This design comes from an exercise in tuning for small area, a short achievable clock period and few clock cycles per item on the open sky130 flow, not from production work.
Where RTL was checked, it was by simulation tests only, not by an equivalence proof against the original.

== v6 ==
==> flow/design.v (excerpt) <==
module Divider(CLK, CS, WE, SN, AD, DI, DO, DONE);
    input CLK;
    input CS;
    input WE;
    input SN;
    input AD;
    input [17:0] DI;
    output DONE;
    output [17:0] DO;
    reg [17:0] R;        
    reg [17:0] D;        
    reg [17:0] Q;        
    reg [4:0]  K;        
    reg        busy;
    reg        first;
    reg        neg_quo;
    reg        neg_rem;
    function [4:0] lzc;
        input [17:0] x;
        integer i;
        begin
            lzc = 5'd18;
            for (i = 0; i < 18; i = i + 1)
                if (x[i]) lzc = 5'd17 - i;
        end
    endfunction
    wire        wr_n = CS & WE & ~AD;
    wire        wr_d = CS & WE & AD;
    wire        neg_in = SN & DI[17];
    wire [17:0] mag_in = neg_in ? (~DI + 18'd1) : DI;
    wire [5:0]  lz = {1'b0, lzc(D)} - {1'b0, lzc(R)};
    wire        align = first & ~lz[5] & (lz[4:0] != 5'd0);
    wire [18:0] diff = {1'b0, R} - {1'b0, D};
    wire        c = ~diff[18];
    wire        step = busy & ~align;
    assign DONE = ~busy | (first & ~c);    
    wire [17:0] quo_out = neg_quo ? (~Q + 18'd1) : Q;
    wire [17:0] rem_out = neg_rem ? (~R + 18'd1) : R;
    assign DO = AD ? rem_out : quo_out;
    always @(posedge CLK) begin
        if (wr_n)
            R <= mag_in;
        else if (step & c)
            R <= diff[17:0];
        if (wr_d)
            D <= mag_in;
        else if (align)
            D <= D << lz[4:0];
        else
            D <= D >> 1;
        if (wr_d)
            Q <= {18{DI == 18'd0}};
        else if (step)
            Q <= {Q[16:0], c};
        K <= align ? lz[4:0] : K - 5'd1;
        if (wr_d) begin
            busy <= (DI != 18'd0);
            first <= 1'b1;
        end
        else begin
            if (step & (first | (K == 5'd0))) busy <= 1'b0;
            first <= 1'b0;
        end
        if (wr_n) begin
            neg_quo <= neg_in;
            neg_rem <= neg_in;
        end
        else if (wr_d)
  ...
Size in the first run: ~42 I/O pins, about 6200 um2 of cells after synthesis.
Settings: LEC_CHECK=0, CAP_MARGIN=20, CORE_MARGIN=2, CORE_UTILIZATION=60, PLACE_DENSITY=0.7, SLEW_MARGIN=20; clock period 5.0 ns.
run.sh (not shown) runs the stock make flow with config.mk's settings and CLKGATE_MAP_FILE= SYNTH_SCRIPT=/design/flow/synth_recipe.tcl, a recipe that flattens the netlist after the stock synthesis.
Changes in v7 relative to v6:
Settings: SETUP_SLACK_MARGIN: unset -> 1.2.
==> run notes <==
Between v6 and v7, the flow reports maximum frequency increasing by more than 10%. [compare] base=v6 new=v7: total inserted antenna cells level; worst slack on hold paths moved down; share of cell area taken by flip-flops and latches moved down; area of the mapped netlist level. For clock network contribution to total cell area, v7 and v6 come out practically identical. As far as number of nets with antenna violations after routing goes, v6 and v7 are indistinguishable; the numbers are identical. v7 — time the final worst path needs with I/O delays and setup 0.73 ns lower, v6 as reference.
No functional check of the RTL was part of any run of this note.

========
Divider, a different RTL version from the one above (not shown whole).
Size: about 780 cells after synthesis, ~69 flip-flops, ~42 I/O pins, ~0.0064 mm2 of cells after synthesis.
clock: 5.0 ns
lec_check: 0
cap_margin: 20
core_margin: 2
core_utilization: 70
place_density: 0.75
setup_slack_margin: 1.9
slew_margin: 20
standard.sh (not shown) runs the stock make flow with config.mk's settings and CLKGATE_MAP_FILE= SYNTH_SCRIPT=/design/flow/synth_recipe.tcl, a recipe that flattens the netlist after the stock synthesis.
==> flow/flow/run.sh <==
#!/bin/bash
# The standard layout (the standard.sh, unchanged synthesis and steps),
# with the port buffers that buffer_ports inserts made plain buf_2 cells
# instead of the delay buffers it picks by default.
set -euo pipefail
export BUFFER_PORTS_ARGS="-buffer_cell sky130_fd_sc_hd__buf_2"
bash standard.sh > standard.log 2>&1
Testbench counts at the start, summed over its fixed seeds: cycles 10,107, items 2,400.
Rerun with:
--- a/flow/config.mk
+++ b/flow/config.mk
@@ -10,3 +10,3 @@
-export CORE_UTILIZATION = 70
-export PLACE_DENSITY = 0.75
-export SETUP_SLACK_MARGIN = 1.9
+export CORE_UTILIZATION = 60
+export PLACE_DENSITY = 0.7
+export SETUP_SLACK_MARGIN = 2.1
Result: The new run produced a clean layout; global-route usage came out lower by 5.0 points; synthesized cell count is unchanged; maximum frequency is higher by 7.1%; routed wire length is higher by about 1.5%.

========
== exp/raven ==
Divider, a different RTL version from the one above (not shown whole).
Size in the first run: ~680 cells after synthesis, ~68 flip-flops.
Design Divider, start of the top module:
module Divider(CLK, CS, WE, SN, AD, DI, DO, DONE);
    input CLK;
    input CS;
    input WE;
    input SN;
    input AD;
    input [17:0] DI;
    output DONE;
    output [17:0] DO;
    reg [17:0] R;        
    reg [17:0] D;        
    reg [17:0] Q;        
    reg [4:0]  L;        
    reg [4:0]  K;        
    reg        busy;
    reg        first;
    reg        neg_quo;
    reg        neg_rem;
    function [4:0] lzc;
        input [17:0] x;
        integer i;
        begin
            lzc = 5'd18;
            for (i = 0; i < 18; i = i + 1)
                if (x[i]) lzc = 5'd17 - i;
        end
    endfunction
    wire        wr_n = CS & WE & ~AD;
    wire        wr_d = CS & WE & AD;
    wire        neg_in = SN & DI[17];
    wire [17:0] mag_in = neg_in ? (~DI + 18'd1) : DI;
    wire [4:0]  lz_in = lzc(mag_in);
    wire [5:0]  kd = {1'b0, lz_in} - {1'b0, L};
    wire        d_zero = (DI == 18'd0);
    wire        align = first & (K != 5'd0);
    wire [18:0] sg [0:5];
    wire [18:0] sp [0:5];
    assign sg[0] = {R & ~D, 1'b1};
    assign sp[0] = {R ^ ~D, 1'b0};
    genvar l, i;
    generate for (l = 0; l < 5; l = l + 1) begin : lv
        for (i = 0; i < 19; i = i + 1) begin : b
            if ((i >> l) & 1) begin : m
                localparam integer j = ((i >> l) << l) - 1;
                assign sg[l+1][i] = sg[l][i] | (sp[l][i] & sg[l][j]);
                assign sp[l+1][i] = sp[l][i] & sp[l][j];
  ...
make LEC_CHECK=0 CAP_MARGIN=20 CORE_MARGIN=2 CORE_UTILIZATION=60 CTS_BUF_LIST=sky130_fd_sc_hd__clkbuf_8 CTS_CLUSTER_SIZE=32 PLACE_DENSITY=0.7 SLEW_MARGIN=20 finish   # period 5.0 ns
run.sh (not shown) runs the stock make flow with config.mk's settings and CLKGATE_MAP_FILE= SYNTH_SCRIPT=/design/flow/synth_recipe.tcl, a recipe that flattens the netlist after the stock synthesis.
Stock flow here: none of the scripts above is used.
The inputs of exp/amber differ from those of exp/raven as listed below.
Settings: an added ABC_CLOCK_PERIOD_IN_PS of 3500; a deleted CTS_BUF_LIST that had been sky130_fd_sc_hd__clkbuf_8; a deleted CTS_CLUSTER_SIZE that had been 32; an added SETUP_SLACK_MARGIN of 1.0.
[compare] base=exp/raven new=exp/amber: cell count of the worst hold path stayed essentially flat, worst setup slack grew by 500 ps, met1 track demand over resource higher, flip-flop and latch share of the layout cell area lost 1.9 points, floorplan core area roughly the same. Across exp/amber and exp/raven, none had a timing, DRC or antenna violation.
No run of this note included a check of the RTL's function; only the layout flow was run.

========
The RTL this note starts from:
==> flow/design.v <==
module Divider(CLK, CS, WE, SN, AD, DI, DO, DONE);
    input CLK;
    input CS;
    input WE;
    input SN;
    input AD;
    input [17:0] DI;
    output DONE;
    output [17:0] DO;
    reg [17:0] R;        
    reg [18:0] D;        
    reg [17:0] Q;        
    reg [4:0]  K;        
    reg [4:0]  L;        
    reg        busy;
    reg        first;
    reg        neg_quo;
    reg        neg_rem;
    function [4:0] lzc;
        input [17:0] x;
        integer i;
        begin
            lzc = 5'd18;
            for (i = 0; i < 18; i = i + 1)
                if (x[i]) lzc = 5'd17 - i;
        end
    endfunction
    wire        wr_n = CS & WE & ~AD;
    wire        wr_d = CS & WE & AD;
    wire        neg_in = SN & DI[17];
    wire        di_zero = (DI == 18'd0);
    wire        neg_q_in = neg_quo ^ neg_in;
    wire [17:0] por;
    genvar m;
    generate for (m = 0; m < 18; m = m + 1) begin : po
        if (m == 0) begin : z
            assign por[m] = 1'b0;
        end else begin : o
            assign por[m] = |DI[m-1:0];
        end
    end endgenerate
    wire [17:0] nmag = DI ^ ({18{~neg_in}} & por);
    wire [4:0]  lz_in = lzc(~nmag);              
    wire [4:0]  kk = K - L;
    wire        q_zero = first & (K < L);        
    wire        align = first & (K > L);
    wire        step = busy & ~first | first & (K == L);
    wire        pre = first & neg_quo;           
    wire [18:0] a = {neg_rem & R[17], R};
    wire [18:0] sg [0:5];
    wire [18:0] sp [0:5];
    assign sg[0] = a & D;
    assign sp[0] = a ^ D;
    genvar l, i;
    generate for (l = 0; l < 5; l = l + 1) begin : lv
        for (i = 0; i < 19; i = i + 1) begin : b
            if ((i >> l) & 1) begin : m
                localparam integer j = ((i >> l) << l) - 1;
                assign sg[l+1][i] = sg[l][i] | (sp[l][i] & sg[l][j]);
                assign sp[l+1][i] = sp[l][i] & sp[l][j];
            end else begin : t
                assign sg[l+1][i] = sg[l][i];
                assign sp[l+1][i] = sp[l][i];
            end
        end
    end endgenerate
    wire [17:0] cy = {sg[5][16:0] | (sp[5][16:0] & {17{neg_rem}}), neg_rem};
    wire [17:0] sum = sp[0][17:0] ^ cy;
    wire        sign0 = sp[0][18] ^ sg[5][17];   
    wire        c = sign0 ^ ~neg_rem;            
    assign DONE = ~busy | q_zero;
    assign DO = AD ? R : Q ^ {18{neg_quo}};
    wire [37:0] dsh = {D, {19{neg_rem}}} << kk;
    always @(posedge CLK) begin
        if (wr_n)
            R <= DI;
        else if ((step | pre) & c)
            R <= sum;
        if (wr_d)
            D <= {1'b1, nmag} ^ {19{neg_rem}};
        else if (align)
            D <= dsh[37:19];
        else
            D <= {D[18], D[18:1]};
        if (wr_d)
            Q <= {{17{di_zero | neg_q_in}}, di_zero ^ neg_q_in};
        else if (step)
            Q <= {Q[16:0] & ~{17{pre & c}}, c ^ pre};
        else if (align)
            Q <= 18'd0;
        if (wr_n)
            L <= di_zero ? 5'd18 : lz_in;
        if (wr_d)
            K <= lz_in;
        else if (first)
            K <= kk;
        else
            K <= K - 5'd1;
        if (wr_d) begin
            busy <= ~di_zero;
            first <= ~di_zero;
        end
        else begin
            if (q_zero | step & (first | (K == 5'd0))) busy <= 1'b0;
            first <= 1'b0;
        end
        if (wr_n) begin
            neg_quo <= neg_in;
            neg_rem <= neg_in;
        end
        else if (wr_d)
            neg_quo <= neg_q_in;
    end
endmodule
clock: 5.0 ns
lec_check: 0
abc_clock_period_in_ps: 3500
cap_margin: 20
core_margin: 2
core_utilization: 60
cts_buf_list: sky130_fd_sc_hd__clkbuf_16
cts_cluster_diameter: 150
cts_cluster_size: 40
place_density: 0.7
setup_slack_margin: 1.5
slew_margin: 20
standard.sh (not shown) runs the stock make flow with config.mk's settings and CLKGATE_MAP_FILE= SYNTH_SCRIPT=/design/flow/synth_recipe.tcl, a recipe that flattens the netlist after the stock synthesis.
Scripts as last shown in full above: flow/flow/run.sh
Testbench counts at the start, summed over its fixed seeds: cycles 10,107, items 2,400.
==> next run, changes <==
- ABC_CLOCK_PERIOD_IN_PS: 3500 -> unset
- CORE_UTILIZATION: 60 -> 50
- CTS_BUF_LIST: sky130_fd_sc_hd__clkbuf_16 -> unset
- CTS_CLUSTER_DIAMETER: 150 -> unset
- CTS_CLUSTER_SIZE: 40 -> unset
- PLACE_DENSITY: 0.7 -> 0.6
- SETUP_SLACK_MARGIN: 1.5 -> 1.9
Outcome: Core utilization came out lower by 9.9 points. Non-clock buffer count rose by 4. Sequential share of layout area came out lower by 0.86 points. Hold slack got worse by 15 ps. Setup slack gets better by 290 ps. Final area climbs by a few percent.
==> next run, changes <==
- ABC_AREA: unset -> 1
- CORE_UTILIZATION: 50 -> 60
- PLACE_DENSITY: 0.6 -> 0.7
- SETUP_SLACK_MARGIN: 1.9 -> 2.1
What happened:
- The changed run went through all stages and came out clean
- cell count climbs by 11%
- design area is higher by 1.7%
- global-route usage grows by 5.1 points
- setup slack improved by 110 ps
- hold slack gets better by 37 ps
- fmax grows by 3.8%
- non-clock buffer count came out higher by 36
==> next run, changes <==
- ABC_AREA: 1 -> unset
- SETUP_SLACK_MARGIN: 2.1 -> 1.5
What happened:
- The changed run produced a clean layout
- clock skew barely changes
- register-to-register slack gets worse by 360 ps
- area after synthesis is higher by a few percent
- cell count is lower by roughly a tenth
- count of clock-buffer cells in the layout is higher by 3
- routed wire length is lower by a little under a tenth
- via count is lower by roughly a tenth
- maximum frequency is lower by roughly a tenth
- global-route usage is lower by 1.8 points

========
## red
// Divider: RTL as listed in full above, without the edits since
export LEC_CHECK = 0
export ABC_CLOCK_PERIOD_IN_PS = 3500
export CAP_MARGIN = 20
export CORE_MARGIN = 2
export CORE_UTILIZATION = 60
export PLACE_DENSITY = 0.7
export SETUP_SLACK_MARGIN = 1.5
export SLEW_MARGIN = 20
create_clock -name core_clock -period 5.0 [get_ports {CLK}]
Scripts as last shown in full above: flow/flow/run.sh
Testbench counts of red, summed over its fixed seeds: cycles 10,107, items 2,400.
Inputs modified between red and orange:
- a change of SETUP_SLACK_MARGIN from 1.5 to 1.7
- a deleted ABC_CLOCK_PERIOD_IN_PS that had been 3500
### Flow results
orange completed; timing, DRC and antenna clean. | global-route wire length before repair | orange vs red | about 5.4% higher |. Looking at placed wire-length estimate after detailed placement across both flows, orange is the weaker of the two, with red ahead. Changes observed in orange relative to red: max-slew headroom at the worst pin now sits higher; sum of routed wire length over all layers now sits higher; routed length on met3 now sits higher.

========
## run A
RTL: the design.v shown in full above, as it stands there.
Settings: LEC_CHECK=0, ABC_AREA=1, CAP_MARGIN=20, CORE_MARGIN=2, CORE_UTILIZATION=60, PLACE_DENSITY=0.7, SETUP_SLACK_MARGIN=1.7, SLEW_MARGIN=20; clock period 5.0 ns.
Scripts as last shown in full above: flow/flow/run.sh
Testbench counts of run A, summed over its fixed seeds: cycles 10,107, items 2,400.
For run B, these inputs were changed with respect to run A:
Settings: a change of SETUP_SLACK_MARGIN from 1.7 to 2.0.
### Flow results
- Final cell area: run B above run A
- Shortest period the worst path allows was lower in the run labelled run B.
- Run B leaves more setup margin than run A.
- In the metrics for run B and run A, the one carrying the higher fraction of layout instances using a drive strength above 1 is run B.
Changes in run C relative to run B:
Settings: a change of SETUP_SLACK_MARGIN from 2.0 to 1.9; a deleted ABC_AREA that had been 1.
### Flow results
Number of buffers inserted during clock tree synthesis: run C vs run B identical
Going from run B to run C, final routed wirelength across all metal layers grows by about 4%.
Compared to run B, run C reaches a higher achievable clock.
For final total negative setup slack, run B and run C come out practically identical.
Looking at transition at the pin with the smallest max-transition slack, run C sits above run B.

========
// Divider: RTL as listed in full above, without the edits since
==> flow/config.mk <==
export PLATFORM = sky130hd
export DESIGN_NAME = Divider
export DESIGN_NICKNAME = Divider
export VERILOG_FILES = /design/flow/design.v
export SDC_FILE = /design/flow/constraint.sdc
export NUM_CORES = 4
export LEC_CHECK = 0
export CAP_MARGIN = 20
export CORE_MARGIN = 2
export CORE_UTILIZATION = 60
export PLACE_DENSITY = 0.7
export SETUP_SLACK_MARGIN = 2.0
export SLEW_MARGIN = 20
==> flow/constraint.sdc <==
create_clock -name core_clock -period 5.0 [get_ports {CLK}]
set_input_delay 1.0000 -clock core_clock [delete_from_list [all_inputs] [get_ports {CLK}]]
set_output_delay 1.0000 -clock core_clock [all_outputs]
set_load 0.01 [all_outputs]
Scripts as last shown in full above: flow/flow/run.sh
Testbench counts at the start, summed over its fixed seeds: cycles 10,107, items 2,400.
Rerun with:
Settings changed: SETUP_SLACK_MARGIN 2.0 to 1.5, TNS_END_PERCENT set to 0.
After rerunning:
- The changed run ran to the end with no violations
- setup slack is worse by 0.29 ns
- clock-buffer cell count goes up by 3
- routed wire length goes down by 6.6%
- cell count came out lower by 1.6%
- area after synthesis is unchanged
- design area is lower by 4.3%
- fmax falls by 8.6%
- non-clock buffer count falls by 15
- worst hold slack improved by 0.013 ns
Rerun with:
Settings changed: ABC_AREA set to 1, CORE_UTILIZATION 60 to 65, PLACE_DENSITY 0.7 to 0.75, SETUP_SLACK_MARGIN 1.5 to 1.9, TNS_END_PERCENT 0 to unset.
What happened: Via count rose by a few percent. Clock skew hardly moves. Routed wire length shrinks by a few percent. Utilization came out higher by 8.9 points. Setup slack improved by 0.31 ns. Count of clock-buffer cells in the layout fell by 1.
Rerun with:
Settings changed: CORE_UTILIZATION 65 to 60, PLACE_DENSITY 0.75 to 0.7.
What happened:
- The changed run completed without violations
- cell area went down by about 1.6%
- wire length went up by about 1.7%
- cell count went up by about 1.2%
- clock-buffer cell count went down by 2
- clock skew went up by 0.0068 ns
Rerun with:
Settings changed: PLACE_DENSITY 0.7 to 0.65.
- The changed run completed without violations
- via count stays the same
- critical path depth stays the same
- setup slack does not change
- cell count is unchanged

static timing again, ports no longer ideal:
The flow's constraints put no driver on any port. The routed layouts listed below were extracted and timed again, unchanged, in two steps.
Step 1 (the two cells are an assumption about what drives the block):
set clk [get_ports {CLK}]
set_driving_cell -lib_cell sky130_fd_sc_hd__clkbuf_16 $clk
set_driving_cell -lib_cell sky130_fd_sc_hd__buf_2 [delete_from_list [all_inputs] $clk]
Step 2 adds t to the input delays and takes it off the output delays; t is the mean of the earliest and latest rising clock arrival at the registers after step 1. Input paths then give back, and output paths get back, about the clock's delay inside the block.
Slacks: no drivers / after step 1 / after step 2; pairs: no drivers / after step 1.
run | t (ns) | setup WS [ns] | clock arrival spread, ns
v6 | 0.391 | 0.342 / 0.342 / 0.342 | 0.007 / 0.007
v7 | 0.395 | 1.073 / 1.073 / 1.073 | 0.009 / 0.009
the first run of note 2 | 0.393 | 1.842 / 1.842 / 1.671 | 0.017 / 0.017
the second run of note 2 | 0.404 | 2.050 / 2.050 / 1.791 | 0.015 / 0.014
exp/raven | 0.404 | 0.526 / 0.543 / 0.139 | 0.009 / 0.008
exp/amber | 0.394 | 1.025 / 1.042 / 0.648 | 0.008 / 0.008
the first run of note 4 | 0.372 | 1.638 / 1.638 / 1.348 | 0.010 / 0.010
the second run of note 4 | 0.374 | 1.929 / 1.929 / 1.647 | 0.006 / 0.006
the third run of note 4 | 0.406 | 2.041 / 2.019 / 1.749 | 0.012 / 0.012
the fourth run of note 4 | 0.372 | 1.682 / 1.682 / 1.358 | 0.014 / 0.015
red | 0.372 | 1.682 / 1.682 / 1.358 | 0.014 / 0.015
orange | 0.398 | 1.795 / 1.760 / 1.483 | 0.018 / 0.018
run A | 0.384 | 1.858 / 1.858 / 1.588 | 0.011 / 0.011
run B | 0.391 | 1.959 / 1.959 / 1.702 | 0.013 / 0.013
run C | 0.388 | 1.996 / 1.962 / 1.627 | 0.027 / 0.026
the first run of note 7 | 0.405 | 1.969 / 1.956 / 1.741 | 0.009 / 0.008
the second run of note 7 | 0.372 | 1.682 / 1.682 / 1.358 | 0.014 / 0.015
the third run of note 7 | 0.379 | 1.991 / 1.984 / 1.727 | 0.014 / 0.014
the fourth run of note 7 | 0.390 | 1.959 / 1.959 / 1.623 | 0.021 / 0.021
the fifth run of note 7 | 0.390 | 1.959 / 1.959 / 1.623 | 0.021 / 0.021
After both steps every run listed still meets setup and hold. For exp/raven, which loses most, drivers alone change the setup slack by +0.017 ns; drivers and shift together by -0.387 ns.
